From an optimization exercise on the open Yosys and OpenROAD flow, aimed at small area; shortcuts taken in it are not production practice. RTL that was checked went through simulation tests only; none was proved equivalent to the original. The RTL of run 2 was laid out without a check of its function.

==> flow/design.v (outline; a module is shown in full before it is edited, if it fits) <==
// module jpeg_dctq: 163 lines
// module dct_row: 1220 lines
// module dct_col: 448 lines
// module quant: 165 lines
// module fa: 6 lines
// module ha: 6 lines
module jpeg_dctq (clk, reset, pix_in, coef_out);
  // ...
==> flow/run.sh <==
#!/bin/bash
# synth_recipe.tcl (not shown) runs the flow's synth.tcl, then flattens the netlist and writes it again
# the make line also repeats each setting of config.mk as NAME=value (left out here)
make -C /OpenROAD-flow-scripts/flow DESIGN_CONFIG=/design/flow/config.mk WORK_HOME=/design/flow/orfs CLKGATE_MAP_FILE= SYNTH_SCRIPT=/design/flow/synth_recipe.tcl finish
==> flow/config.mk <==
export PLATFORM = sky130hd
export DESIGN_NAME = jpeg_dctq
export DESIGN_NICKNAME = jpeg_dctq
export VERILOG_FILES = /design/flow/design.v
export SDC_FILE = /design/flow/constraint.sdc
export NUM_CORES = 4
export LEC_CHECK = 0
export CAP_MARGIN = 20
export CORE_MARGIN = 2
export CORE_UTILIZATION = 40
export GPL_TIMING_DRIVEN = 0
export PLACE_DENSITY = 0.6
export SLEW_MARGIN = 20
export SYNTH_HIERARCHICAL = 1
export SYNTH_MINIMUM_KEEP_SIZE = 0
==> flow/constraint.sdc <==
create_clock -name core_clock -period 11.0 [get_ports {clk}]
set_input_delay 2.2000 -clock core_clock [delete_from_list [all_inputs] [get_ports {clk}]]
set_output_delay 2.2000 -clock core_clock [all_outputs]
set_load 0.01 [all_outputs]
==> flow_metrics.py, run 1 <==
metrics = {
    "clock_network": {
        "holdBufCountCts": 0,
        "ctsResizeCount": 75,
    },
    "final_layout": {
        "clock_area_share_pct": 6.31,
        "register_area_um2": 20700,
        "diodes": 1,
        "largest_cell_class": "multi-input gates",
    },
    "placement": {
        "post_dp_cell_area_um2": 50100,
        "dp_cells": 5147,
    },
    "critical_path": {
        "critPathCapture": "d2r[18]",
        "cp-end-kind": "flop",
        "setup.worst_path.start": "sel[2]",
        "worst-endpoint-arrival_ns": 11.22,
        "ff2ff_setup_slack_ns": 0.36,
        "worst_path_largest_cell_delay_ns": 0.59,
    },
    "route": {
        "top_layer": "met4",
    },
    "synth": {
        "postSynthCellCount": 3468,
    },
    "global_routing": {
        "number_of_global_route_vias_before_repair": 27800,
        "grt_usage_pct": 18.1,
        "antenna_found_initial": 4,
        "grt_met3_usage_pct": 2.71,
    },
    "floorplanning": {
        "dieWidth_um": 346,
        "top_level_ports": 130,
    },
    "timing": {
        "worstMarginPinSlew_ns": 1.02,
    },
    "outcome": {
        "run_status": "timing/DRC/antenna clean",
    },
}
==> run 2, diff against run 1 <==
--- a/flow/design.v
+++ b/flow/design.v
@@ -105,66 +105,81 @@
   assign col[5] = (sel[0] & ln0[5]) | (sel[1] & ln1[13]) | (sel[2] & ln2[21]) | (sel[3] & ln3[29]) | (sel[4] & ln4[37]) | (sel[5] & ln5[45]) | (sel[6] & ln6[53]);
   assign col[6] = (sel[0] & ln0[6]) | (sel[1] & ln1[14]) | (sel[2] & ln2[22]) | (sel[3] & ln3[30]) | (sel[4] & ln4[38]) | (sel[5] & ln5[46]) | (sel[6] & ln6[54]);
   assign col[7] = (sel[0] & ln0[7]) | (sel[1] & ln1[15]) | (sel[2] & ln2[23]) | (sel[3] & ln3[31]) | (sel[4] & ln4[39]) | (sel[5] & ln5[47]) | (sel[6] & ln6[55]);
   wire [39:0] d2;
   dct_col cdct (.in(col), .dc(dc), .out(d2));
   reg [39:0] d2r;
   always @(posedge clk) d2r <= d2;
   wire [2:0] uq = ph - 3'd1;
-  reg [5:0] q0;
-  reg [5:0] q1;
-  reg [5:0] q2;
-  reg [5:0] q3;
-  always @(*) begin
-    case (uq)
-      3'd0: begin q0 = 6'd32; q1 = 6'd10; q2 = 6'd9; q3 = 6'd9; end
-      3'd1: begin q0 = 6'd11; q1 = 6'd10; q2 = 6'd9; q3 = 6'd7; end
-      3'd2: begin q0 = 6'd12; q1 = 6'd9; q2 = 6'd8; q3 = 6'd5; end
-      3'd3: begin q0 = 6'd8; q1 = 6'd6; q2 = 6'd5; q3 = 6'd4; end
-      3'd4: begin q0 = 6'd5; q1 = 6'd4; q2 = 6'd3; q3 = 6'd2; end
-      3'd5: begin q0 = 6'd3; q1 = 6'd2; q2 = 6'd2; q3 = 6'd1; end
-      3'd6: begin q0 = 6'd2; q1 = 6'd2; q2 = 6'd1; q3 = 6'd1; end
-      default: begin q0 = 6'd0; q1 = 6'd0; q2 = 6'd0; q3 = 6'd0; end
-    endcase
-  end
+  wire dcq = (uq == 3'd0);    
+  wire [7:0] qs0;
+  assign qs0[0] = uq == 3'd5 || uq == 3'd6;
+  assign qs0[1] = uq == 3'd4;
+  assign qs0[2] = uq == 3'd1 || uq == 3'd2 || uq == 3'd3;
+  assign qs0[3] = uq == 3'd0;
+  assign qs0[4] = uq == 3'd4 || uq == 3'd5;
+  assign qs0[5] = uq == 3'd1;
+  assign qs0[6] = uq == 3'd2;
+  assign qs0[7] = uq == 3'd1;
   wire [7:0] qo0;
-  quant qu0 (.in(d2r[39:30]), .q(q0), .out(qo0));
+  quant0 qu0 (.in(d2r[39:30]), .sel(qs0), .off(dcq), .out(qo0));
+  wire [4:0] qs1;
+  assign qs1[0] = uq == 3'd5 || uq == 3'd6;
+  assign qs1[1] = uq == 3'd3 || uq == 3'd4;
+  assign qs1[2] = uq == 3'd0 || uq == 3'd1 || uq == 3'd2;
+  assign qs1[3] = uq == 3'd2;
+  assign qs1[4] = uq == 3'd0 || uq == 3'd1 || uq == 3'd3;
   wire [7:0] qo1;
-  quant qu1 (.in(d2r[29:20]), .q(q1), .out(qo1));
+  quant1 qu1 (.in(d2r[29:20]), .sel(qs1), .off(1'b0), .out(qo1));
+  wire [4:0] qs2;
+  assign qs2[0] = uq == 3'd6;
+  assign qs2[1] = uq == 3'd4 || uq == 3'd5;
+  assign qs2[2] = uq == 3'd3;
+  assign qs2[3] = uq == 3'd0 || uq == 3'd1 || uq == 3'd2;
+  assign qs2[4] = uq == 3'd0 || uq == 3'd1 || uq == 3'd3 || uq == 3'd4;
   wire [7:0] qo2;
-  quant qu2 (.in(d2r[19:10]), .q(q2), .out(qo2));
+  quant2 qu2 (.in(d2r[19:10]), .sel(qs2), .off(1'b0), .out(qo2));
+  wire [6:0] qs3;
+  assign qs3[0] = uq == 3'd5 || uq == 3'd6;
+  assign qs3[1] = uq == 3'd4;
+  assign qs3[2] = uq == 3'd1 || uq == 3'd2 || uq == 3'd3;
+  assign qs3[3] = uq == 3'd0;
+  assign qs3[4] = uq == 3'd0 || uq == 3'd2;
+  assign qs3[5] = uq == 3'd1;
+  assign qs3[6] = uq == 3'd1;
   wire [7:0] qo3;
-  quant qu3 (.in(d2r[9:0]), .q(q3), .out(qo3));
-  reg [79:0] zz0;
+  quant3 qu3 (.in(d2r[9:0]), .sel(qs3), .off(1'b0), .out(qo3));
+  reg [69:0] zz0;
   reg [69:0] zz1;
   reg [69:0] zz2;
   reg [76:0] zz3;
   always @(posedge clk) begin
-    zz0 <= {zz0[71:0], qo0[7:0]};
+    zz0 <= {zz0[62:0], qo0[6:0]};
     zz1 <= {zz1[62:0], qo1[6:0]};
     zz2 <= {zz2[62:0], qo2[6:0]};
     zz3 <= {zz3[69:0], qo3[6:0]};
   end
   wire [2:0] r = ph - 3'd3;
+  wire [7:0] dcv = {{1'b0, zz0[69:68]} - 3'd1, zz0[67:63]};
   wire ob0 = (bc == 3'd4 && ph < 3'd3) || (bc == 3'd3 && ph >= 3'd3);
   wire obn = !ob0;
   wire e0 = obn && r == 3'd0;
   wire e1 = obn && r == 3'd1;
   wire e2 = (obn && r == 3'd2) || (ob0 && r == 3'd0);
   wire e3 = (obn && r == 3'd3) || (ob0 && r == 3'd1);
   wire e5 = (obn && r == 3'd5) || (ob0 && r == 3'd3);
-  assign coef_out[63:56] = ({8{e0}} & zz0[79:72]) | ({8{e1}} & {zz2[69], zz2[69:63]}) | ({8{e2}} & {zz1[55], zz1[55:49]}) | ({8{e3}} & {zz3[69], zz3[69:63]}) | ({8{e5}} & {zz3[69], zz3[69:63]});
-  assign coef_out[55:48] = ({8{e0}} & zz0[71:64]) | ({8{e1}} & {zz3[76], zz3[76:70]}) | ({8{e2}} & {zz2[62], zz2[62:56]}) | ({8{e3}} & {zz2[62], zz2[62:56]}) | ({8{e5}} & {zz2[62], zz2[62:56]});
+  assign coef_out[63:56] = ({8{e0}} & dcv) | ({8{e1}} & {zz2[69], zz2[69:63]}) | ({8{e2}} & {zz1[55], zz1[55:49]}) | ({8{e3}} & {zz3[69], zz3[69:63]}) | ({8{e5}} & {zz3[69], zz3[69:63]});
+  assign coef_out[55:48] = ({8{e0}} & {zz0[62], zz0[62:56]}) | ({8{e1}} & {zz3[76], zz3[76:70]}) | ({8{e2}} & {zz2[62], zz2[62:56]}) | ({8{e3}} & {zz2[62], zz2[62:56]}) | ({8{e5}} & {zz2[62], zz2[62:56]});
   assign coef_out[47:40] = ({8{e0}} & {zz1[69], zz1[69:63]}) | ({8{e2}} & {zz3[69], zz3[69:63]}) | ({8{e3}} & {zz1[55], zz1[55:49]}) | ({8{e5}} & {zz1[55], zz1[55:49]});
-  assign coef_out[39:32] = ({8{e0}} & {zz2[69], zz2[69:63]}) | ({8{e1}} & {zz3[69], zz3[69:63]}) | ({8{e3}} & zz0[55:48]) | ({8{e5}} & {zz2[55], zz2[55:49]});
-  assign coef_out[31:24] = ({8{e0}} & {zz1[62], zz1[62:56]}) | ({8{e1}} & {zz2[62], zz2[62:56]}) | ({8{e3}} & zz0[47:40]) | ({8{e5}} & {zz3[62], zz3[62:56]});
-  assign coef_out[23:16] = ({8{e0}} & zz0[63:56]) | ({8{e1}} & {zz1[55], zz1[55:49]}) | ({8{e3}} & {zz1[48], zz1[48:42]});
-  assign coef_out[15:8] = ({8{e0}} & zz0[55:48]) | ({8{e1}} & zz0[55:48]) | ({8{e3}} & {zz2[55], zz2[55:49]});
-  assign coef_out[7:0] = ({8{e0}} & {zz1[55], zz1[55:49]}) | ({8{e1}} & zz0[47:40]) | ({8{e3}} & {zz3[62], zz3[62:56]});
+  assign coef_out[39:32] = ({8{e0}} & {zz2[69], zz2[69:63]}) | ({8{e1}} & {zz3[69], zz3[69:63]}) | ({8{e3}} & {zz0[48], zz0[48:42]}) | ({8{e5}} & {zz2[55], zz2[55:49]});
+  assign coef_out[31:24] = ({8{e0}} & {zz1[62], zz1[62:56]}) | ({8{e1}} & {zz2[62], zz2[62:56]}) | ({8{e3}} & {zz0[41], zz0[41:35]}) | ({8{e5}} & {zz3[62], zz3[62:56]});
+  assign coef_out[23:16] = ({8{e0}} & {zz0[55], zz0[55:49]}) | ({8{e1}} & {zz1[55], zz1[55:49]}) | ({8{e3}} & {zz1[48], zz1[48:42]});
+  assign coef_out[15:8] = ({8{e0}} & {zz0[48], zz0[48:42]}) | ({8{e1}} & {zz0[48], zz0[48:42]}) | ({8{e3}} & {zz2[55], zz2[55:49]});
+  assign coef_out[7:0] = ({8{e0}} & {zz1[55], zz1[55:49]}) | ({8{e1}} & {zz0[41], zz0[41:35]}) | ({8{e3}} & {zz3[62], zz3[62:56]});
 endmodule
 module dct_row (in, out);
   input [63:0] in;
   output [55:0] out;
   wire r1s, r1c;
   ha r1u (in[56], in[0], r1s, r1c);
   wire r2s, r2c;
   fa r2u (in[57], in[1], r1c, r2s, r2c);
@@ -1824,180 +1839,472 @@
   wire [9:0] v0 = dc ? m[16:7] : m[14:5];
   wire f1 = ~b3[9] & (|b3[8:0]);
   wire f2 = b4[9];
   wire [1:0] hs = t[16:15] + {1'b0, f1} + {f2, f2};
   wire inc2 = hs[1] ? (t[4:3] == 2'b11) : t[4];
   wire [9:0] v2 = t[14:5] + {9'd0, inc2};
   assign out = {v0, v1, v2, v3};
 endmodule
-module quant (in, q, out);
+module quant0 (in, sel, off, out);
+  input [9:0] in;
+  input [7:0] sel;
+  input off;
+  output [7:0] out;
+  wire q0_1 = (sel[0] & in[0]);
+  wire q0_2 = (sel[0] & in[1]) | (sel[1] & in[0]);
+  wire q0_3 = (sel[0] & in[2]) | (sel[1] & in[1]) | (sel[2] & in[0]);
+  wire q0_4 = (sel[0] & in[3]) | (sel[1] & in[2]) | (sel[2] & in[1]);
+  wire q0_5 = (sel[0] & in[4]) | (sel[1] & in[3]) | (sel[2] & in[2]) | (sel[3] & in[0]);
+  wire q0_6 = (sel[0] & in[5]) | (sel[1] & in[4]) | (sel[2] & in[3]) | (sel[3] & in[1]);
+  wire q0_7 = (sel[0] & in[6]) | (sel[1] & in[5]) | (sel[2] & in[4]) | (sel[3] & in[2]);
+  wire q0_8 = (sel[0] & in[7]) | (sel[1] & in[6]) | (sel[2] & in[5]) | (sel[3] & in[3]);
+  wire q0_9 = (sel[0] & in[8]) | (sel[1] & in[7]) | (sel[2] & in[6]) | (sel[3] & in[4]);
+  wire q0_10 = (sel[1] & in[8]) | (sel[2] & in[7]) | (sel[3] & in[5]);
+  wire q0_11 = (sel[2] & in[8]) | (sel[3] & in[6]);
+  wire q0_12 = (sel[3] & in[7]);
+  wire q0_13 = (sel[3] & in[8]);
+  wire q0_14 = sel[0] & in[9];
+  wire q0_15 = sel[1] & in[9];
+  wire q0_16 = sel[2] & in[9];
+  wire q0_17 = sel[3] & in[9];
+  wire q0_18 = (sel[4] & in[0]);
+  wire q0_19 = (sel[4] & in[1]) | (sel[5] & in[0]);
+  wire q0_20 = (sel[4] & in[2]) | (sel[5] & in[1]) | (sel[6] & in[0]);
+  wire q0_21 = (sel[4] & in[3]) | (sel[5] & in[2]) | (sel[6] & in[1]);
+  wire q0_22 = (sel[4] & in[4]) | (sel[5] & in[3]) | (sel[6] & in[2]);
+  wire q0_23 = (sel[4] & in[5]) | (sel[5] & in[4]) | (sel[6] & in[3]);
+  wire q0_24 = (sel[4] & in[6]) | (sel[5] & in[5]) | (sel[6] & in[4]);
+  wire q0_25 = (sel[4] & in[7]) | (sel[5] & in[6]) | (sel[6] & in[5]);
+  wire q0_26 = (sel[4] & in[8]) | (sel[5] & in[7]) | (sel[6] & in[6]);
+  wire q0_27 = (sel[5] & in[8]) | (sel[6] & in[7]);
+  wire q0_28 = (sel[6] & in[8]);
+  wire q0_29 = sel[4] & in[9];
+  wire q0_30 = sel[5] & in[9];
+  wire q0_31 = sel[6] & in[9];
+  wire q0_32 = (sel[7] & in[0]);
+  wire q0_33 = (sel[7] & in[1]);
+  wire q0_34 = (sel[7] & in[2]);
+  wire q0_35 = (sel[7] & in[3]);
+  wire q0_36 = (sel[7] & in[4]);
+  wire q0_37 = (sel[7] & in[5]);
+  wire q0_38 = (sel[7] & in[6]);
+  wire q0_39 = (sel[7] & in[7]);
+  wire q0_40 = (sel[7] & in[8]);
+  wire q0_41 = sel[7] & in[9];
+  wire q0_42 = q0_18 ^ q0_32;
+  wire q0_43 = q0_18 | q0_32;
+  wire q0_44 = in[9] ^ q0_42;
+  wire q0_45 = in[9] | q0_42;
+  wire q0_46 = q0_1 ^ q0_19;
+  wire q0_47 = q0_1 | q0_19;
+  wire q0_48s, q0_48c;
+  fa q0_48u (q0_33, q0_43, ~q0_46, q0_48s, q0_48c);
+  wire q0_49 = q0_45 ^ q0_48s;
+  wire q0_50 = ~q0_45 & q0_48s;
+  wire q0_51 = q0_2 ^ q0_20;
+  wire q0_52 = q0_2 | q0_20;
+  wire q0_53s, q0_53c;
+  fa q0_53u (q0_34, q0_47, ~q0_51, q0_53s, q0_53c);
+  wire q0_54s, q0_54c;
+  fa q0_54u (q0_48c, q0_53s, q0_50, q0_54s, q0_54c);
+  wire q0_55 = q0_3 ^ q0_21;
+  wire q0_56 = q0_3 | q0_21;
+  wire q0_57s, q0_57c;
+  fa q0_57u (q0_35, q0_52, ~q0_55, q0_57s, q0_57c);
+  wire q0_58s, q0_58c;
+  fa q0_58u (q0_53c, q0_57s, q0_54c, q0_58s, q0_58c);
+  wire q0_59 = q0_4 ^ q0_22;
+  wire q0_60 = q0_4 | q0_22;
+  wire q0_61s, q0_61c;
+  fa q0_61u (q0_36, q0_56, ~q0_59, q0_61s, q0_61c);
+  wire q0_62s, q0_62c;
+  fa q0_62u (q0_57c, q0_61s, q0_58c, q0_62s, q0_62c);
+  wire q0_63 = q0_5 ^ q0_23;
+  wire q0_64 = q0_5 | q0_23;
+  wire q0_65s, q0_65c;
+  fa q0_65u (q0_37, q0_60, ~q0_63, q0_65s, q0_65c);
+  wire q0_66s, q0_66c;
+  fa q0_66u (q0_61c, q0_65s, q0_62c, q0_66s, q0_66c);
+  wire q0_67s, q0_67c;
+  fa q0_67u (q0_6, q0_24, q0_38, q0_67s, q0_67c);
+  wire q0_68s, q0_68c;
+  fa q0_68u (q0_64, q0_67s, q0_65c, q0_68s, q0_68c);
+  wire q0_69s, q0_69c;
+  ha q0_69u (q0_68s, q0_66c, q0_69s, q0_69c);
+  wire q0_70s, q0_70c;
+  fa q0_70u (q0_7, q0_25, q0_39, q0_70s, q0_70c);
+  wire q0_71s, q0_71c;
+  fa q0_71u (q0_67c, q0_70s, q0_68c, q0_71s, q0_71c);
+  wire q0_72s, q0_72c;
+  ha q0_72u (q0_71s, q0_69c, q0_72s, q0_72c);
+  wire q0_73s, q0_73c;
+  fa q0_73u (q0_8, q0_26, q0_40, q0_73s, q0_73c);
+  wire q0_74s, q0_74c;
+  fa q0_74u (q0_70c, q0_73s, q0_71c, q0_74s, q0_74c);
+  wire q0_75s, q0_75c;
+  ha q0_75u (q0_74s, q0_72c, q0_75s, q0_75c);
+  wire q0_76s, q0_76c;
+  fa q0_76u (q0_29, q0_41, ~q0_9, q0_76s, q0_76c);
+  wire q0_77s, q0_77c;
+  fa q0_77u (q0_27, q0_73c, ~q0_76s, q0_77s, q0_77c);
+  wire q0_78s, q0_78c;
+  fa q0_78u (q0_77s, q0_74c, q0_75c, q0_78s, q0_78c);
+  wire q0_79s, q0_79c;
+  ha q0_79u (q0_14, q0_30, q0_79s, q0_79c);
+  wire q0_80s, q0_80c;
+  fa q0_80u (q0_10, q0_28, ~q0_79s, q0_80s, q0_80c);
+  wire q0_81s, q0_81c;
+  fa q0_81u (~q0_76c, q0_80s, q0_77c, q0_81s, q0_81c);
+  wire q0_82s, q0_82c;
+  ha q0_82u (q0_81s, q0_78c, q0_82s, q0_82c);
+  wire q0_83s, q0_83c;
+  fa q0_83u (q0_15, q0_31, q0_79c, q0_83s, q0_83c);
+  wire q0_84s, q0_84c;
+  fa q0_84u (q0_11, q0_80c, ~q0_83s, q0_84s, q0_84c);
+  wire q0_85s, q0_85c;
+  fa q0_85u (q0_84s, q0_81c, q0_82c, q0_85s, q0_85c);
+  wire q0_86 = off ^ q0_12;
+  wire q0_87 = off | q0_12;
+  wire q0_88s, q0_88c;
+  fa q0_88u (q0_16, q0_86, q0_83c, q0_88s, q0_88c);
+  wire q0_89s, q0_89c;
+  fa q0_89u (q0_84c, ~q0_88s, q0_85c, q0_89s, q0_89c);
+  wire q0_90s, q0_90c;
+  fa q0_90u (q0_13, q0_87, ~q0_88c, q0_90s, q0_90c);
+  wire q0_91s, q0_91c;
+  ha q0_91u (q0_90s, q0_89c, q0_91s, q0_91c);
+  wire q0_92 = q0_17 ^ q0_90c;
+  wire q0_93 = q0_92 ^ q0_91c;
+  assign out[0] = q0_72s;
+  assign out[1] = q0_75s;
+  assign out[2] = q0_78s;
+  assign out[3] = q0_82s;
+  assign out[4] = q0_85s;
+  assign out[5] = q0_89s;
+  assign out[6] = q0_91s;
+  assign out[7] = ~q0_93;
+endmodule
+module quant1 (in, sel, off, out);
+  input [9:0] in;
+  input [4:0] sel;
+  input off;
+  output [7:0] out;
+  wire q1_1 = (sel[0] & in[0]);
+  wire q1_2 = (sel[0] & in[1]) | (sel[1] & in[0]);
+  wire q1_3 = (sel[0] & in[2]) | (sel[1] & in[1]) | (sel[2] & in[0]);
+  wire q1_4 = (sel[0] & in[3]) | (sel[1] & in[2]) | (sel[2] & in[1]);
+  wire q1_5 = (sel[0] & in[4]) | (sel[1] & in[3]) | (sel[2] & in[2]);
+  wire q1_6 = (sel[0] & in[5]) | (sel[1] & in[4]) | (sel[2] & in[3]);
+  wire q1_7 = (sel[0] & in[6]) | (sel[1] & in[5]) | (sel[2] & in[4]);
+  wire q1_8 = (sel[0] & in[7]) | (sel[1] & in[6]) | (sel[2] & in[5]);
+  wire q1_9 = (sel[0] & in[8]) | (sel[1] & in[7]) | (sel[2] & in[6]);
+  wire q1_10 = (sel[1] & in[8]) | (sel[2] & in[7]);
+  wire q1_11 = (sel[2] & in[8]);
+  wire q1_12 = sel[0] & in[9];
+  wire q1_13 = sel[1] & in[9];
+  wire q1_14 = sel[2] & in[9];
+  wire q1_15 = (sel[3] & in[0]);
+  wire q1_16 = (sel[3] & in[1]) | (sel[4] & in[0]);
+  wire q1_17 = (sel[3] & in[2]) | (sel[4] & in[1]);
+  wire q1_18 = (sel[3] & in[3]) | (sel[4] & in[2]);
+  wire q1_19 = (sel[3] & in[4]) | (sel[4] & in[3]);
+  wire q1_20 = (sel[3] & in[5]) | (sel[4] & in[4]);
+  wire q1_21 = (sel[3] & in[6]) | (sel[4] & in[5]);
+  wire q1_22 = (sel[3] & in[7]) | (sel[4] & in[6]);
+  wire q1_23 = (sel[3] & in[8]) | (sel[4] & in[7]);
+  wire q1_24 = (sel[4] & in[8]);
+  wire q1_25 = sel[3] & in[9];
+  wire q1_26 = sel[4] & in[9];
+  wire q1_27 = in[9] ^ q1_15;
+  wire q1_28 = ~in[9] | q1_15;
+  wire q1_29 = q1_1 ^ q1_16;
+  wire q1_30 = q1_1 | q1_16;
+  wire q1_31 = q1_28 ^ q1_29;
+  wire q1_32 = q1_28 & ~q1_29;
+  wire q1_33 = q1_2 ^ q1_17;
+  wire q1_34 = q1_2 | q1_17;
+  wire q1_35s, q1_35c;
+  fa q1_35u (q1_30, ~q1_33, q1_32, q1_35s, q1_35c);
+  wire q1_36 = q1_3 ^ q1_18;
+  wire q1_37 = q1_3 | q1_18;
+  wire q1_38s, q1_38c;
+  fa q1_38u (q1_34, ~q1_36, q1_35c, q1_38s, q1_38c);
+  wire q1_39 = q1_4 ^ q1_19;
+  wire q1_40 = q1_4 | q1_19;
+  wire q1_41s, q1_41c;
+  fa q1_41u (q1_37, ~q1_39, q1_38c, q1_41s, q1_41c);
+  wire q1_42 = q1_5 ^ q1_20;
+  wire q1_43 = q1_5 | q1_20;
+  wire q1_44s, q1_44c;
+  fa q1_44u (q1_40, ~q1_42, q1_41c, q1_44s, q1_44c);
+  wire q1_45s, q1_45c;
+  fa q1_45u (q1_6, q1_21, q1_43, q1_45s, q1_45c);
+  wire q1_46s, q1_46c;
+  ha q1_46u (q1_45s, q1_44c, q1_46s, q1_46c);
+  wire q1_47s, q1_47c;
+  fa q1_47u (q1_7, q1_22, q1_45c, q1_47s, q1_47c);
+  wire q1_48s, q1_48c;
+  ha q1_48u (q1_47s, q1_46c, q1_48s, q1_48c);
+  wire q1_49s, q1_49c;
+  fa q1_49u (q1_8, q1_23, q1_47c, q1_49s, q1_49c);
+  wire q1_50s, q1_50c;
+  ha q1_50u (q1_49s, q1_48c, q1_50s, q1_50c);
+  wire q1_51 = q1_9 ^ q1_24;
+  wire q1_52 = q1_9 | q1_24;
+  wire q1_53s, q1_53c;
+  fa q1_53u (q1_25, q1_51, ~q1_49c, q1_53s, q1_53c);
+  wire q1_54 = q1_53s ^ q1_50c;
+  wire q1_55 = ~q1_53s & q1_50c;
+  wire q1_56s, q1_56c;
+  ha q1_56u (q1_12, q1_26, q1_56s, q1_56c);
+  wire q1_57s, q1_57c;
+  fa q1_57u (q1_10, ~q1_56s, q1_52, q1_57s, q1_57c);
+  wire q1_58s, q1_58c;
+  fa q1_58u (q1_57s, ~q1_53c, q1_55, q1_58s, q1_58c);
+  wire q1_59s, q1_59c;
+  ha q1_59u (q1_13, q1_56c, q1_59s, q1_59c);
+  wire q1_60s, q1_60c;
+  fa q1_60u (q1_11, ~q1_59s, q1_57c, q1_60s, q1_60c);
+  wire q1_61s, q1_61c;
+  ha q1_61u (q1_60s, q1_58c, q1_61s, q1_61c);
+  wire q1_62s, q1_62c;
+  ha q1_62u (q1_14, q1_59c, q1_62s, q1_62c);
+  wire q1_63s, q1_63c;
+  fa q1_63u (~q1_62s, q1_60c, q1_61c, q1_63s, q1_63c);
+  wire q1_64 = q1_62c ^ q1_63c;
+  wire q1_65 = ~q1_62c & q1_63c;
+  assign out[0] = q1_48s;
+  assign out[1] = q1_50s;
+  assign out[2] = ~q1_54;
+  assign out[3] = q1_58s;
+  assign out[4] = q1_61s;
+  assign out[5] = q1_63s;
+  assign out[6] = ~q1_64;
+  assign out[7] = ~q1_65;
+endmodule
+module quant2 (in, sel, off, out);
+  input [9:0] in;
+  input [4:0] sel;
+  input off;
+  output [7:0] out;
+  wire q2_1 = (sel[0] & in[0]);
+  wire q2_2 = (sel[0] & in[1]) | (sel[1] & in[0]);
+  wire q2_3 = (sel[0] & in[2]) | (sel[1] & in[1]) | (sel[2] & in[0]);
+  wire q2_4 = (sel[0] & in[3]) | (sel[1] & in[2]) | (sel[2] & in[1]) | (sel[3] & in[0]);
+  wire q2_5 = (sel[0] & in[4]) | (sel[1] & in[3]) | (sel[2] & in[2]) | (sel[3] & in[1]);
+  wire q2_6 = (sel[0] & in[5]) | (sel[1] & in[4]) | (sel[2] & in[3]) | (sel[3] & in[2]);
+  wire q2_7 = (sel[0] & in[6]) | (sel[1] & in[5]) | (sel[2] & in[4]) | (sel[3] & in[3]);
+  wire q2_8 = (sel[0] & in[7]) | (sel[1] & in[6]) | (sel[2] & in[5]) | (sel[3] & in[4]);
+  wire q2_9 = (sel[0] & in[8]) | (sel[1] & in[7]) | (sel[2] & in[6]) | (sel[3] & in[5]);
+  wire q2_10 = (sel[1] & in[8]) | (sel[2] & in[7]) | (sel[3] & in[6]);
+  wire q2_11 = (sel[2] & in[8]) | (sel[3] & in[7]);
+  wire q2_12 = (sel[3] & in[8]);
+  wire q2_13 = sel[0] & in[9];
+  wire q2_14 = sel[1] & in[9];
+  wire q2_15 = sel[2] & in[9];
+  wire q2_16 = sel[3] & in[9];
+  wire q2_17 = (sel[4] & in[0]);
+  wire q2_18 = (sel[4] & in[1]);
+  wire q2_19 = (sel[4] & in[2]);
+  wire q2_20 = (sel[4] & in[3]);
+  wire q2_21 = (sel[4] & in[4]);
+  wire q2_22 = (sel[4] & in[5]);
+  wire q2_23 = (sel[4] & in[6]);
+  wire q2_24 = (sel[4] & in[7]);
+  wire q2_25 = (sel[4] & in[8]);
+  wire q2_26 = sel[4] & in[9];
+  wire q2_27 = q2_1 ^ q2_17;
+  wire q2_28 = q2_1 | q2_17;
+  wire q2_29 = in[9] ^ q2_27;
+  wire q2_30 = in[9] | q2_27;
+  wire q2_31 = q2_2 ^ q2_18;
+  wire q2_32 = q2_2 | q2_18;
+  wire q2_33s, q2_33c;
+  fa q2_33u (~q2_28, q2_31, q2_30, q2_33s, q2_33c);
+  wire q2_34 = q2_3 ^ q2_19;
+  wire q2_35 = q2_3 | q2_19;
+  wire q2_36s, q2_36c;
+  fa q2_36u (~q2_32, q2_34, q2_33c, q2_36s, q2_36c);
+  wire q2_37 = q2_4 ^ q2_20;
+  wire q2_38 = q2_4 | q2_20;
+  wire q2_39s, q2_39c;
+  fa q2_39u (~q2_35, q2_37, q2_36c, q2_39s, q2_39c);
+  wire q2_40 = q2_5 ^ q2_21;
+  wire q2_41 = q2_5 | q2_21;
+  wire q2_42s, q2_42c;
+  fa q2_42u (~q2_38, q2_40, q2_39c, q2_42s, q2_42c);
+  wire q2_43 = q2_6 ^ q2_22;
+  wire q2_44 = q2_6 | q2_22;
+  wire q2_45s, q2_45c;
+  fa q2_45u (~q2_41, q2_43, q2_42c, q2_45s, q2_45c);
+  wire q2_46s, q2_46c;
+  fa q2_46u (q2_7, q2_23, q2_44, q2_46s, q2_46c);
+  wire q2_47 = q2_46s ^ q2_45c;
+  wire q2_48 = q2_46s & ~q2_45c;
+  wire q2_49s, q2_49c;
+  fa q2_49u (q2_8, q2_24, q2_46c, q2_49s, q2_49c);
+  wire q2_50s, q2_50c;
+  ha q2_50u (q2_49s, q2_48, q2_50s, q2_50c);
+  wire q2_51s, q2_51c;
+  fa q2_51u (q2_9, q2_25, q2_49c, q2_51s, q2_51c);
+  wire q2_52s, q2_52c;
+  ha q2_52u (q2_51s, q2_50c, q2_52s, q2_52c);
+  wire q2_53s, q2_53c;
+  fa q2_53u (q2_13, q2_26, ~q2_10, q2_53s, q2_53c);
+  wire q2_54s, q2_54c;
+  fa q2_54u (~q2_53s, q2_51c, q2_52c, q2_54s, q2_54c);
+  wire q2_55s, q2_55c;
+  fa q2_55u (q2_14, ~q2_11, q2_53c, q2_55s, q2_55c);
+  wire q2_56 = q2_55s ^ q2_54c;
+  wire q2_57 = ~q2_55s & q2_54c;
+  wire q2_58s, q2_58c;
+  fa q2_58u (q2_15, ~q2_12, q2_55c, q2_58s, q2_58c);
+  wire q2_59 = q2_58s ^ q2_57;
+  wire q2_60 = ~q2_58s & q2_57;
+  wire q2_61s, q2_61c;
+  fa q2_61u (q2_16, q2_58c, ~q2_60, q2_61s, q2_61c);
+  assign out[0] = q2_50s;
+  assign out[1] = q2_52s;
+  assign out[2] = q2_54s;
+  assign out[3] = ~q2_56;
+  assign out[4] = ~q2_59;
+  assign out[5] = ~q2_61s;
+  assign out[6] = q2_61c;
+  assign out[7] = q2_61c;
+endmodule
+module quant3 (in, sel, off, out);
   input [9:0] in;
-  input [5:0] q;
+  input [6:0] sel;
+  input off;
   output [7:0] out;
-  wire q1 = q[0] & in[0];
-  wire q2 = q[0] & in[1];
-  wire q3 = q[0] & in[2];
-  wire q4 = q[0] & in[3];
-  wire q5 = q[0] & in[4];
-  wire q6 = q[0] & in[5];
-  wire q7 = q[0] & in[6];
-  wire q8 = q[0] & in[7];
-  wire q9 = q[0] & in[8];
-  wire q10 = q[0] & in[9];
-  wire q11 = q[1] & in[0];
-  wire q12 = q[1] & in[1];
-  wire q13 = q[1] & in[2];
-  wire q14 = q[1] & in[3];
-  wire q15 = q[1] & in[4];
-  wire q16 = q[1] & in[5];
-  wire q17 = q[1] & in[6];
-  wire q18 = q[1] & in[7];
-  wire q19 = q[1] & in[8];
-  wire q20 = q[1] & in[9];
-  wire q21 = q[2] & in[0];
-  wire q22 = q[2] & in[1];
-  wire q23 = q[2] & in[2];
-  wire q24 = q[2] & in[3];
-  wire q25 = q[2] & in[4];
-  wire q26 = q[2] & in[5];
-  wire q27 = q[2] & in[6];
-  wire q28 = q[2] & in[7];
-  wire q29 = q[2] & in[8];
-  wire q30 = q[2] & in[9];
-  wire q31 = q[3] & in[0];
-  wire q32 = q[3] & in[1];
-  wire q33 = q[3] & in[2];
-  wire q34 = q[3] & in[3];
-  wire q35 = q[3] & in[4];
-  wire q36 = q[3] & in[5];
-  wire q37 = q[3] & in[6];
-  wire q38 = q[3] & in[7];
-  wire q39 = q[3] & in[8];
-  wire q40 = q[3] & in[9];
-  wire q41 = q[5] & in[0];
-  wire q42 = q[5] & in[1];
-  wire q43 = q[5] & in[2];
-  wire q44 = q[5] & in[3];
-  wire q45 = q[5] & in[4];
-  wire q46 = q[5] & in[5];
-  wire q47 = q[5] & in[6];
-  wire q48 = q[5] & in[7];
-  wire q49 = q[5] & in[8];
-  wire q50 = q[5] & in[9];
-  wire q51 = in[9] ^ q1;
-  wire q52 = ~in[9] | q1;
-  wire q53 = q2 ^ q11;
-  wire q54 = q2 | q11;
-  wire q55 = q52 ^ q53;
-  wire q56 = q52 & ~q53;
-  wire q57 = q3 ^ q12;
-  wire q58 = q3 | q12;
-  wire q59s, q59c;
-  fa q59u (q21, q54, ~q57, q59s, q59c);
-  wire q60s, q60c;
-  ha q60u (q56, q59s, q60s, q60c);
-  wire q61 = q4 ^ q13;
-  wire q62 = q4 | q13;
-  wire q63s, q63c;
-  fa q63u (q22, q31, q58, q63s, q63c);
-  wire q64s, q64c;
-  fa q64u (~q61, q59c, q63s, q64s, q64c);
-  wire q65s, q65c;
-  ha q65u (q60c, q64s, q65s, q65c);
-  wire q66 = q5 ^ q14;
-  wire q67 = q5 | q14;
-  wire q68s, q68c;
-  fa q68u (q23, q32, q62, q68s, q68c);
-  wire q69s, q69c;
-  fa q69u (~q66, q63c, q68s, q69s, q69c);
-  wire q70s, q70c;
-  fa q70u (q64c, q69s, q65c, q70s, q70c);
-  wire q71 = q6 ^ q15;
-  wire q72 = q6 | q15;
-  wire q73s, q73c;
-  fa q73u (q24, q33, q41, q73s, q73c);
-  wire q74s, q74c;
-  fa q74u (q67, q73s, q68c, q74s, q74c);
-  wire q75s, q75c;
-  fa q75u (~q71, q69c, q74s, q75s, q75c);
-  wire q76s, q76c;
-  ha q76u (q75s, q70c, q76s, q76c);
-  wire q77s, q77c;
-  fa q77u (q7, q16, q25, q77s, q77c);
-  wire q78s, q78c;
-  fa q78u (q34, q42, q72, q78s, q78c);
-  wire q79s, q79c;
-  fa q79u (q73c, q77s, q78s, q79s, q79c);
-  wire q80s, q80c;
-  fa q80u (q74c, q79s, q75c, q80s, q80c);
-  wire q81s, q81c;
-  ha q81u (q80s, q76c, q81s, q81c);
-  wire q82s, q82c;
-  fa q82u (q8, q17, q26, q82s, q82c);
-  wire q83s, q83c;
-  fa q83u (q35, q43, q77c, q83s, q83c);
-  wire q84s, q84c;
-  fa q84u (q82s, q78c, q83s, q84s, q84c);
-  wire q85s, q85c;
-  fa q85u (q79c, q84s, q80c, q85s, q85c);
-  wire q86s, q86c;
-  ha q86u (q81c, q85s, q86s, q86c);
-  wire q87s, q87c;
-  fa q87u (q9, q18, q27, q87s, q87c);
-  wire q88s, q88c;
-  fa q88u (q36, q44, q82c, q88s, q88c);
-  wire q89s, q89c;
-  fa q89u (q87s, q83c, q88s, q89s, q89c);
-  wire q90s, q90c;
-  fa q90u (q84c, q89s, q85c, q90s, q90c);
-  wire q91s, q91c;
-  ha q91u (q86c, q90s, q91s, q91c);
-  wire q92 = q19 ^ q28;
-  wire q93 = q19 | q28;
-  wire q94s, q94c;
-  fa q94u (~q10, q37, q45, q94s, q94c);
-  wire q95s, q95c;
-  fa q95u (~q92, q87c, q94s, q95s, q95c);
-  wire q96s, q96c;
-  fa q96u (q88c, q95s, q89c, q96s, q96c);
-  wire q97s, q97c;
-  fa q97u (q96s, q90c, q91c, q97s, q97c);
-  wire q98s, q98c;
-  fa q98u (q29, q38, q46, q98s, q98c);
-  wire q99s, q99c;
-  fa q99u (q93, q94c, q98s, q99s, q99c);
-  wire q100s, q100c;
-  fa q100u (~q20, q95c, q99s, q100s, q100c);
-  wire q101s, q101c;
-  fa q101u (q100s, q96c, q97c, q101s, q101c);
-  wire q102s, q102c;
-  fa q102u (~q30, q39, q47, q102s, q102c);
-  wire q103s, q103c;
-  fa q103u (q98c, q102s, q99c, q103s, q103c);
-  wire q104s, q104c;
-  fa q104u (q100c, q103s, q101c, q104s, q104c);
-  wire q105s, q105c;
-  fa q105u (~q40, q48, q102c, q105s, q105c);
-  wire q106s, q106c;
-  fa q106u (q105s, q103c, q104c, q106s, q106c);
-  wire q107 = q49 ^ q105c;
-  wire q108 = q49 | q105c;
-  wire q109 = q107 ^ q106c;
-  wire q110 = ~q107 & q106c;
-  wire q111 = q50 ^ q108;
-  wire q112 = q111 ^ q110;
-  assign out[0] = q86s;
-  assign out[1] = q91s;
-  assign out[2] = q97s;
-  assign out[3] = q101s;
-  assign out[4] = q104s;
-  assign out[5] = q106s;
-  assign out[6] = ~q109;
-  assign out[7] = ~q112;
+  wire q3_1 = (sel[0] & in[0]);
+  wire q3_2 = (sel[0] & in[1]) | (sel[1] & in[0]);
+  wire q3_3 = (sel[0] & in[2]) | (sel[1] & in[1]) | (sel[2] & in[0]);
+  wire q3_4 = (sel[0] & in[3]) | (sel[1] & in[2]) | (sel[2] & in[1]) | (sel[3] & in[0]);
+  wire q3_5 = (sel[0] & in[4]) | (sel[1] & in[3]) | (sel[2] & in[2]) | (sel[3] & in[1]);
+  wire q3_6 = (sel[0] & in[5]) | (sel[1] & in[4]) | (sel[2] & in[3]) | (sel[3] & in[2]);
+  wire q3_7 = (sel[0] & in[6]) | (sel[1] & in[5]) | (sel[2] & in[4]) | (sel[3] & in[3]);
+  wire q3_8 = (sel[0] & in[7]) | (sel[1] & in[6]) | (sel[2] & in[5]) | (sel[3] & in[4]);
+  wire q3_9 = (sel[0] & in[8]) | (sel[1] & in[7]) | (sel[2] & in[6]) | (sel[3] & in[5]);
+  wire q3_10 = (sel[1] & in[8]) | (sel[2] & in[7]) | (sel[3] & in[6]);
+  wire q3_11 = (sel[2] & in[8]) | (sel[3] & in[7]);
+  wire q3_12 = (sel[3] & in[8]);
+  wire q3_13 = sel[0] & in[9];
+  wire q3_14 = sel[1] & in[9];
+  wire q3_15 = sel[2] & in[9];
+  wire q3_16 = sel[3] & in[9];
+  wire q3_17 = (sel[4] & in[0]);
+  wire q3_18 = (sel[4] & in[1]) | (sel[5] & in[0]);
+  wire q3_19 = (sel[4] & in[2]) | (sel[5] & in[1]);
+  wire q3_20 = (sel[4] & in[3]) | (sel[5] & in[2]);
+  wire q3_21 = (sel[4] & in[4]) | (sel[5] & in[3]);
+  wire q3_22 = (sel[4] & in[5]) | (sel[5] & in[4]);
+  wire q3_23 = (sel[4] & in[6]) | (sel[5] & in[5]);
+  wire q3_24 = (sel[4] & in[7]) | (sel[5] & in[6]);
+  wire q3_25 = (sel[4] & in[8]) | (sel[5] & in[7]);
+  wire q3_26 = (sel[5] & in[8]);
+  wire q3_27 = sel[4] & in[9];
+  wire q3_28 = sel[5] & in[9];
+  wire q3_29 = (sel[6] & in[0]);
+  wire q3_30 = (sel[6] & in[1]);
+  wire q3_31 = (sel[6] & in[2]);
+  wire q3_32 = (sel[6] & in[3]);
+  wire q3_33 = (sel[6] & in[4]);
+  wire q3_34 = (sel[6] & in[5]);
+  wire q3_35 = (sel[6] & in[6]);
+  wire q3_36 = (sel[6] & in[7]);
+  wire q3_37 = (sel[6] & in[8]);
+  wire q3_38 = sel[6] & in[9];
+  wire q3_39 = q3_1 ^ q3_17;
+  wire q3_40 = q3_1 | q3_17;
+  wire q3_41s, q3_41c;
+  fa q3_41u (in[9], ~q3_29, q3_39, q3_41s, q3_41c);
+  wire q3_42 = q3_2 ^ q3_18;
+  wire q3_43 = q3_2 | q3_18;
+  wire q3_44s, q3_44c;
+  fa q3_44u (q3_30, q3_40, ~q3_42, q3_44s, q3_44c);
+  wire q3_45 = q3_41c ^ q3_44s;
+  wire q3_46 = ~q3_41c & q3_44s;
+  wire q3_47 = q3_3 ^ q3_19;
+  wire q3_48 = q3_3 | q3_19;
+  wire q3_49s, q3_49c;
+  fa q3_49u (q3_31, q3_43, ~q3_47, q3_49s, q3_49c);
+  wire q3_50s, q3_50c;
+  fa q3_50u (q3_44c, q3_49s, q3_46, q3_50s, q3_50c);
+  wire q3_51 = q3_4 ^ q3_20;
+  wire q3_52 = q3_4 | q3_20;
+  wire q3_53s, q3_53c;
+  fa q3_53u (q3_32, q3_48, ~q3_51, q3_53s, q3_53c);
+  wire q3_54s, q3_54c;
+  fa q3_54u (q3_49c, q3_53s, q3_50c, q3_54s, q3_54c);
+  wire q3_55 = q3_5 ^ q3_21;
+  wire q3_56 = q3_5 | q3_21;
+  wire q3_57s, q3_57c;
+  fa q3_57u (q3_33, q3_52, ~q3_55, q3_57s, q3_57c);
+  wire q3_58s, q3_58c;
+  fa q3_58u (q3_53c, q3_57s, q3_54c, q3_58s, q3_58c);
+  wire q3_59 = q3_6 ^ q3_22;
+  wire q3_60 = q3_6 | q3_22;
+  wire q3_61s, q3_61c;
+  fa q3_61u (q3_34, q3_56, ~q3_59, q3_61s, q3_61c);
+  wire q3_62s, q3_62c;
+  fa q3_62u (q3_57c, q3_61s, q3_58c, q3_62s, q3_62c);
+  wire q3_63s, q3_63c;
+  fa q3_63u (q3_7, q3_23, q3_35, q3_63s, q3_63c);
+  wire q3_64s, q3_64c;
+  fa q3_64u (q3_60, q3_63s, q3_61c, q3_64s, q3_64c);
+  wire q3_65s, q3_65c;
+  ha q3_65u (q3_64s, q3_62c, q3_65s, q3_65c);
+  wire q3_66s, q3_66c;
+  fa q3_66u (q3_8, q3_24, q3_36, q3_66s, q3_66c);
+  wire q3_67s, q3_67c;
+  fa q3_67u (q3_63c, q3_66s, q3_64c, q3_67s, q3_67c);
+  wire q3_68s, q3_68c;
+  ha q3_68u (q3_67s, q3_65c, q3_68s, q3_68c);
+  wire q3_69s, q3_69c;
+  fa q3_69u (q3_9, q3_25, q3_37, q3_69s, q3_69c);
+  wire q3_70s, q3_70c;
+  fa q3_70u (q3_66c, q3_69s, q3_67c, q3_70s, q3_70c);
+  wire q3_71s, q3_71c;
+  ha q3_71u (q3_70s, q3_68c, q3_71s, q3_71c);
+  wire q3_72s, q3_72c;
+  ha q3_72u (q3_13, q3_27, q3_72s, q3_72c);
+  wire q3_73s, q3_73c;
+  fa q3_73u (~q3_38, q3_10, q3_26, q3_73s, q3_73c);
+  wire q3_74s, q3_74c;
+  fa q3_74u (~q3_72s, q3_69c, q3_73s, q3_74s, q3_74c);
+  wire q3_75s, q3_75c;
+  fa q3_75u (q3_74s, q3_70c, q3_71c, q3_75s, q3_75c);
+  wire q3_76s, q3_76c;
+  fa q3_76u (q3_14, q3_28, q3_72c, q3_76s, q3_76c);
+  wire q3_77s, q3_77c;
+  fa q3_77u (q3_11, q3_73c, ~q3_76s, q3_77s, q3_77c);
+  wire q3_78s, q3_78c;
+  fa q3_78u (q3_74c, q3_77s, q3_75c, q3_78s, q3_78c);
+  wire q3_79 = q3_15 ^ q3_12;
+  wire q3_80 = ~q3_15 | q3_12;
+  wire q3_81s, q3_81c;
+  fa q3_81u (q3_79, ~q3_76c, q3_77c, q3_81s, q3_81c);
+  wire q3_82s, q3_82c;
+  ha q3_82u (q3_81s, q3_78c, q3_82s, q3_82c);
+  wire q3_83 = q3_16 ^ q3_80;
+  wire q3_84 = ~q3_16 | q3_80;
+  wire q3_85s, q3_85c;
+  fa q3_85u (q3_83, q3_81c, q3_82c, q3_85s, q3_85c);
+  wire q3_86s, q3_86c;
+  ha q3_86u (q3_84, q3_85c, q3_86s, q3_86c);
+  assign out[0] = q3_68s;
+  assign out[1] = q3_71s;
+  assign out[2] = q3_75s;
+  assign out[3] = q3_78s;
+  assign out[4] = q3_82s;
+  assign out[5] = q3_85s;
+  assign out[6] = q3_86s;
+  assign out[7] = ~q3_86c;
 endmodule
 module fa (a, b, c, s, co);
   input a, b, c;
   output s, co;
   assign s = a ^ b ^ c;
   assign co = (a & b) | (a & c) | (b & c);
 endmodule
 module ha (a, b, s, co);
==> flow/config.mk (replaced) <==
export PLATFORM = sky130hd
export DESIGN_NAME = jpeg_dctq
export DESIGN_NICKNAME = jpeg_dctq
export VERILOG_FILES = /design/flow/design.v
export SDC_FILE = /design/flow/constraint.sdc
export NUM_CORES = 4
export LEC_CHECK = 0
export CAP_MARGIN = 20
export CORE_MARGIN = 2
export CORE_UTILIZATION = 40
export CTS_BUF_LIST = sky130_fd_sc_hd__clkbuf_8
export CTS_CLUSTER_SIZE = 24
export PLACE_DENSITY = 0.6
export SLEW_MARGIN = 20
export SYNTH_HIERARCHICAL = 1
export SYNTH_MINIMUM_KEEP_SIZE = 0
==> run 2 against run 1 <==
  * Synthesized area is 2.3% lower
  * Non-clock buffer count decreased by 143
  * Maximum frequency grew 3.5%
  * Clock skew decreased by 0.0019 ns
  * Still clean on timing, DRC and antenna
  * Cell count decreased by 3.4%
  * First-iteration DRC count is 3.6% higher
  * Sequential share of layout area grew 1.5 points
  * Global-route usage is 1.2 points lower
==> flow_metrics.py, run 2 <==
metrics = {
    "synth": {
        "syn-cell-area_um2": 45700,
        "postSynthCellCount": 3414,
        "synth_area_per_cell_um2": 13.4,
        "yosysWarningCount": 7,
    },
    "final_layout": {
        "most-common-layout-cells": "1015 x dfxtp_1, 680 x fa_1, 528 x inv_1",
        "multiInputGateArea_um2": 22300,
        "layout-area-overhead-vs-synth_pct": 11.8,
        "reg.largest.list": "ln6: 112 flops, ln5: 104 flops, ln4: 96 flops",
        "fin_nets": 4513,
        "max_reg_flops": 112,
        "most_common_cell_after_layout_fill_and_taps_aside": "dfxtp_1",
        "final.fill_count": 10400,
        "drive_gt1_share_pct": 8.04,
        "fraction_of_the_core_area_covered_by_cells_at_the_end_of_the_flow_pct": 44.9,
        "largest-register": "ln6",
        "register_area_um2": 20500,
    },
    "clock_network": {
        "clk_latency_ns": 0.83,
        "tritoncts.num_buffers": 153,
        "clock_path_buffers": 3,
        "holdBufCountCts": 0,
        "postCtsSetupRepairBufs": 0,
        "cts-root-buf": "clkbuf_8",
        "numClockSinks": 1022,
        "clock_tree_from_tritoncts": "done",
        "ctsResizeCount": 0,
        "clk_pin_slew_worst_paths_ns": 0.06,
        "number_of_h_tree_levels": 4,
    },
    "route": {
        "route.detailed.wl_per_inst_um": 18.6,
        "routed_wirelength_um": 95900,
        "final_antenna_net_count": 0,
        "routed-via-count": 24900,
        "vias_per_cell": 4.85,
        "remaining_drc_errors": 0,
        "detailedRoute.firstPassIterationCount": 6,
        "drt_iter0_drc": 1863,
    },
    "placement": {
        "place_hpwl_um": 73900,
        "finalWeightedCongestion": 0.857,
        "port_buffers": 129,
    },
    "floorplanning": {
        "core_region_area_um2": 114000,
        "die_area_um2": 117000,
        "row_count": 124,
        "top_level_ports": 130,
        "floorplan.die.height_um": 342,
        "dieWidth_um": 342,
        "start_util_pct": 40.2,
    },
    "timing": {
        "layout_min_cycle_time_ns": 10.28,
        "post_route_clock_period_utilization_pct": 93.5,
        "fmax_mhz": 97.2,
        "worstMarginPinSlew_ns": 1.05,
        "setup-violations-final": 0,
        "worst_slew_margin_rel_pct": 29.8,
        "fin_worst_skew_ns": 0.0432,
        "final_hold_viol_count": 0,
        "slew_violations": 0,
        "rsz_0062_raised_after_global_routing": "no",
        "tns_ns": 0,
    },
    "critical_path": {
        "cp_max_fanout": 27,
        "critPathCapture": "d2r[18]",
        "worst_path_largest_cell_delay_ns": 0.59,
        "worst-endpoint-arrival_ns": 10.98,
        "worstSetupStartpointType": "flop",
        "slowest_stage": "fa_1",
        "cp-end-kind": "flop",
        "critical_path_required_ns": 11.69,
        "ff2ff_setup_slack_ns": 0.72,
        "worstSetupPathType": "reg2reg",
        "regToRegStartpoint": "sel[5]",
        "crit-reg2reg-capture": "d2r[18]",
        "setup.worst_path.start": "sel[5]",
        "reg2regPathDepth": 31,
        "critical_path.most_common_cell": "fa_1",
    },
    "global_routing": {
        "number_of_global_route_vias_before_repair": 27500,
        "globalRouteOverflowTotal": 0,
        "grt_usage_pct": 16.8,
        "antenna_found_initial": 2,
        "grt_start_max_net_pins": 64,
        "global_route_wire_length_before_repair_um": 152000,
    },
    "hold_path": {
        "min-delay-path-class": "reg2reg",
    },
    "outcome": {
        "run_status": "timing/DRC/antenna clean",
    },
    "run": {
        "max-cap-violations": 0,
    },
}
run 2: worst max-delay path, delay by kind of cell (launching register included):
kind,cells,cell delay [ns]
AND/OR/NAND/NOR,5,0.66
buffers and inverters,1,0.07
flip-flops,1,0.50
AO/OA/AOI/OAI,3,0.62
adder cells (fa/ha/maj),20,7.87
XOR/XNOR,1,0.13
multiplexers,1,0.30
run 2: stage by stage:
step	instances	hold WS [ns]	worst slack (ns)	area, um2
floorplan	3414	0.310	0.999	45700
global placement	4882	0.310	0.855	47900
detailed placement	4882	0.312	0.729	47900
CTS	5146	0.312	0.699	51100
global route	5147	0.308	0.224	51100
finish	5148	0.310	0.715	51100
run 2: how the worst min path moves through the flow:
stage                       start  endpoint  slack [ns]  cells after the start
after floorplan            ln2[2]   ln2[10]        0.31                      0
after global placement     zz3[0]    zz3[7]        0.31                      0
after detailed placement   ln2[2]   ln2[10]        0.31                      0
after CTS                  ln3[5]   ln3[13]        0.31                      0
after global routing       ln3[5]   ln3[13]        0.31                      0
final                     zz0[24]   zz0[31]        0.31                      0
run 2: per-layer routing:
metal	vias to the layer above	wire (um)	global-route usage, %
met5	-	0	0
met4	0	2390	5.54
met3	155	4610	2.96
met2	702	48500	29.7
met1	12700	40400	20.8
li1	11400	-	-
run 2: layout make-up:
cell class | instances | share of cell area (%)
Antenna cell | 2 | 0.00979
Clock buffer | 174 | 4.68
Clock inverter | 90 | 1.54
Inverter | 485 | 3.56
Multi-Input combinational cell | 1711 | 43.6
Sequential cell | 1022 | 40.0
Tap cell | 1512 | 3.70
Timing Repair Buffer | 152 | 2.86

## static timing again, ports no longer ideal
The flow's constraints put no driver on any port. The routed layouts listed below were extracted and timed again, unchanged, in two steps.
Step 1 (the two cells are an assumption about what drives the block):
set clk [get_ports {clk}]
set_driving_cell -lib_cell sky130_fd_sc_hd__clkbuf_16 $clk
set_driving_cell -lib_cell sky130_fd_sc_hd__buf_2 [delete_from_list [all_inputs] $clk]
Step 2 moves the port delays by t, midway between the first and last clock arrival at a register: inputs arrive t later, outputs are due t later. That takes back most of the time a late clock gives input paths.
a / b / c = no drivers / after step 1 / after step 2; a / b = the first two.
run	shift t [ns]	slack for setup (ns)	worst setup path at the end	clock arrival spread, ns	worst register clock-pin slew, ns
run 1	0.776	0.359 / 0.359 / 0.359	register to register	0.054 / 0.053	0.07 / 0.07
run 2	0.873	0.715 / 0.715 / 0.715	register to register	0.051 / 0.051	0.09 / 0.09
After both steps every run listed still meets setup and hold.
